Context: an optimization exercise on an open-source flow, tuned for small area, a short achievable clock period and few clock cycles. The choices shown serve that exercise and are no tape-out recipe. Where RTL was checked, it was by simulation tests only, not by an equivalence proof against the original. Power and IR drop assume default switching activity.

==> sierra <==
==> flow/design.v <==
module finder(clk,rst_n,wr,din,find,dfind,full,is,location);
	input clk;
	input rst_n;
	input wr;
	input [7:0] din;
	input find;
	input [7:0] dfind;
	output reg full;
	output reg is;
	output reg [5:0] location;
	reg [7:0] mem [0:62];
	reg [5:0] pointer;
	always @(posedge clk or negedge rst_n)
		if (!rst_n) begin
			pointer <= 6'd0;
			full <= 1'b0;
		end else if (wr) begin
			if (pointer != 6'd63) begin
				pointer <= pointer + 6'd1;
				full <= 1'b0;
			end else begin
				pointer <= 6'd0;
				full <= 1'b1;
			end
		end
	genvar i;
	generate
		for (i = 0; i < 63; i = i + 1) begin : g_mem
			always @(posedge clk)
				if (wr && pointer == i)
					mem[i] <= din;
		end
	endgenerate
	wire [63:0] m;
	wire [63:0] h;
	generate
		for (i = 0; i < 63; i = i + 1) begin : g_cmp
			assign m[i] = (mem[i] == dfind);
			assign h[i] = m[i] & (location <= i);
		end
	endgenerate
	assign m[63] = 1'b0;
	assign h[63] = 1'b0;
	function [6:0] first64(input [63:0] v);
		reg [5:0] idx;
		integer k;
		begin
			idx = 6'd0;
			for (k = 63; k >= 0; k = k - 1)
				if (v[k]) idx = k;
			first64 = {|v, idx};
		end
	endfunction
	wire [6:0] fh = first64(h);
	wire [6:0] fm = first64(m);
	wire [5:0] loc = fh[6] ? fh[5:0] : fm[5:0];
	always @(posedge clk or negedge rst_n)
		if (!rst_n) begin
			is <= 1'b0;
			location <= 6'd0;
		end else if (find) begin
			is <= fm[6];
			if (fm[6])
				location <= loc;
		end
endmodule
==> flow/run.sh <==
#!/bin/bash
# synth_recipe.tcl (not shown) runs the flow's synth.tcl, then flattens the netlist and writes it again
# the make line also repeats each setting of config.mk as NAME=value (left out here)
make -C /OpenROAD-flow-scripts/flow DESIGN_CONFIG=/design/flow/config.mk WORK_HOME=/design/flow/orfs CLKGATE_MAP_FILE= SYNTH_SCRIPT=/design/flow/synth_recipe.tcl finish
==> flow/config.mk <==
export PLATFORM = sky130hd
export DESIGN_NAME = finder
export DESIGN_NICKNAME = finder
export VERILOG_FILES = /design/flow/design.v
export SDC_FILE = /design/flow/constraint.sdc
export NUM_CORES = 4
export LEC_CHECK = 0
export ABC_CLOCK_PERIOD_IN_PS = 3000
export CAP_MARGIN = 20
export CORE_MARGIN = 2
export CORE_UTILIZATION = 60
export SETUP_SLACK_MARGIN = 4.5
export SLEW_MARGIN = 20
==> flow/constraint.sdc <==
create_clock -name core_clock -period 8.0 [get_ports {clk}]
set_input_delay 1.6000 -clock core_clock [delete_from_list [all_inputs] [get_ports {clk}]]
set_output_delay 1.6000 -clock core_clock [all_outputs]
set_load 0.01 [all_outputs]
==> fjord: changes against sierra <==
==> flow/design.v (replaced) <==
module finder(clk,rst_n,wr,din,find,dfind,full,is,location);
	input clk;
	input rst_n;
	input wr;
	input [7:0] din;
	input find;
	input [7:0] dfind;
	output reg full;
	output reg is;
	output [5:0] location;
	reg [7:0] mem [0:62];
	reg [5:0] pointer;
	always @(posedge clk or negedge rst_n)
		if (!rst_n) begin
			pointer <= 6'd0;
			full <= 1'b0;
		end else if (wr) begin
			if (pointer != 6'd63) begin
				pointer <= pointer + 6'd1;
				full <= 1'b0;
			end else begin
				pointer <= 6'd0;
				full <= 1'b1;
			end
		end
	genvar i;
	generate
		for (i = 0; i < 63; i = i + 1) begin : g_mem
			wire we;
			and2 u_we (.a(wr), .b(pointer == i), .y(we));
			always @(posedge clk)
				if (we)
					mem[i] <= din;
		end
	endgenerate
	wire [5:0] p;
	wire [63:0] m;
	wire [63:0] h;
	generate
		for (i = 0; i < 63; i = i + 1) begin : g_cmp
			eq8 u_eq (.a(mem[i]), .b(dfind), .y(m[i]));
			assign h[i] = m[i] & (p <= i);
		end
	endgenerate
	assign m[63] = 1'b0;
	assign h[63] = 1'b0;
	function [5:0] first32(input [31:0] v);
		reg [4:0] idx;
		integer k;
		begin
			idx = 5'd0;
			for (k = 31; k >= 0; k = k - 1)
				if (v[k]) idx = k;
			first32 = {|v, idx};
		end
	endfunction
	wire [5:0] c_hl = first32(h[31:0]);
	wire [5:0] c_hh = first32(h[63:32]);
	wire [5:0] c_ml = first32(m[31:0]);
	wire [5:0] c_mh = first32(m[63:32]);
	reg s_hh, s_ml, s_mh;
	reg [4:0] i_hl, i_hh, i_ml, i_mh;
	always @(posedge clk or negedge rst_n)
		if (!rst_n) begin
			is <= 1'b0;
			s_hh <= 1'b0;
			s_ml <= 1'b0;
			s_mh <= 1'b0;
			i_hl <= 5'd0;
			i_hh <= 5'd0;
			i_ml <= 5'd0;
			i_mh <= 5'd0;
		end else if (find) begin
			is <= c_ml[5] | c_mh[5];
			s_hh <= ~c_hl[5] & c_hh[5];
			s_ml <= ~c_hl[5] & ~c_hh[5] & c_ml[5];
			s_mh <= ~c_hl[5] & ~c_hh[5] & ~c_ml[5];
			i_hl <= c_hl[4:0];
			i_hh <= c_hh[4:0];
			i_ml <= c_ml[4:0];
			i_mh <= c_mh[4:0];
		end
	sel4 u_loc (.s({s_mh, s_ml, s_hh}), .a(i_hl), .b(i_hh), .c(i_ml), .d(i_mh), .y(location));
	sel4 u_p (.s({s_mh, s_ml, s_hh}), .a(i_hl), .b(i_hh), .c(i_ml), .d(i_mh), .y(p));
endmodule
module eq8(a, b, y);
	input [7:0] a;
	input [7:0] b;
	output y;
	assign y = (a == b);
endmodule
module sel4(s, a, b, c, d, y);
	input [2:0] s;
	input [4:0] a, b, c, d;
	output [5:0] y;
	wire sa = ~(s[0] | s[1] | s[2]);
	assign y = {s[0] | s[2],
	            ({5{sa}} & a) | ({5{s[0]}} & b) | ({5{s[1]}} & c) | ({5{s[2]}} & d)};
endmodule
module and2(a, b, y);
	input a;
	input b;
	output y;
	assign y = a & b;
endmodule
--- a/flow/config.mk
+++ b/flow/config.mk
@@ -7,7 +7,10 @@
 export LEC_CHECK = 0
-export ABC_CLOCK_PERIOD_IN_PS = 3000
 export CAP_MARGIN = 20
 export CORE_MARGIN = 2
-export CORE_UTILIZATION = 60
-export SETUP_SLACK_MARGIN = 4.5
+export CORE_UTILIZATION = 40
+export CTS_BUF_LIST = sky130_fd_sc_hd__clkbuf_8
+export CTS_CLUSTER_DIAMETER = 60
+export CTS_CLUSTER_SIZE = 18
+export SETUP_SLACK_MARGIN = 4.8
 export SLEW_MARGIN = 20
+export SYNTH_HIERARCHICAL = 1
==> qor summary <==
| metric | sierra | fjord |
|---|---|---|
| Netlist area before placement | 0.0253 sq mm | 0.0255 sq mm |
| Global-route wire length before repair | 114000 um | 116000 um |
| Final non-clock buffer share | 0.0705 | 0.0835 |
| Nets@finish | 2014 | 2178 |
| Met2 layer wire length in the routed design | 37300 um | 39200 um |
| Worst Setup Slack post-DPL | 2.18 ns | 2.81 ns |
| Setup Crit Path Kind | primary input to register | register to output pin |
| Iter 0 DRT Violations | 2061 | 1882 |
| Run status | finished clean | finished clean |
| Data arrival time at the worst-slack endpoint | 4.36 ns | 1.94 ns |
| Average size of a mapped cell | 13.5 sq um | 13.1 sq um |
| RD Place Congestion | 0.976 | 0.948 |
| Pwr Density | 226 mW/mm^2 | 200 mW/mm^2 |
| Total routed wirelength | 79800 um | 83700 um |
| CP peak stage delay | 0.48 ns | 0.43 ns |
| Number of antenna violations at the first check in global routing | 1 | 3 |
| Worst setup slack for register-to-register paths | 4.42 ns | 4.67 ns |
| Area overhead of the layout relative to synthesis | 18.3% | 20.9% |
| Post-DP HPWL | 42800 um | 43300 um |
| Worst Hold Depth | 2 | 1 |
| Fraction of layout cells with a size suffix above 1 | 0.200 | 0.197 |
| Footprint of the multi-input gates | 0.0100 sq mm | 0.0103 sq mm |
| Clock-pin slew of the registers on the worst-case setup and hold paths | 0.07 ns | 0.10 ns |
| Nonclk inv count | 12 | 33 |
| Top layer used by detailed routing | met5 | met4 |
| Post-Place Cell Area | 0.0256 sq mm | 0.0269 sq mm |
| Combinational Power Share | 0.191 | 0.205 |
Testbench counts of sierra, summed over its fixed seeds: cycles 2,400.
Only the layout flow was run in fjord; the RTL was not checked for function there.

separate check: timing with driven ports:
No port has a modelled driver above. Below, the same layouts with a new extraction and two added sets of constraints. Step 1, drivers: a clkbuf_16 drives clk and a buf_2 each remaining input, both assumed. Step 2, shift: input delay + t, output delay - t, t = (earliest + latest rising clock arrival at the registers) / 2. This alone moves slack from input paths to output paths. a / b / c = ideal / step 1 / step 2; a / b = the first two.
run | shift t [ns] | setup WS [ns] | cell pins on the clock port's net
sierra | 0.662 | 4.122 / 3.959 / 3.297 | 1
fjord | 0.712 | 4.458 / 4.404 / 3.765 | 1
After both steps every run listed still meets setup and hold. The setup slack of sierra, which loses most, moves by -0.163 ns with the drivers and by -0.825 ns with both steps.
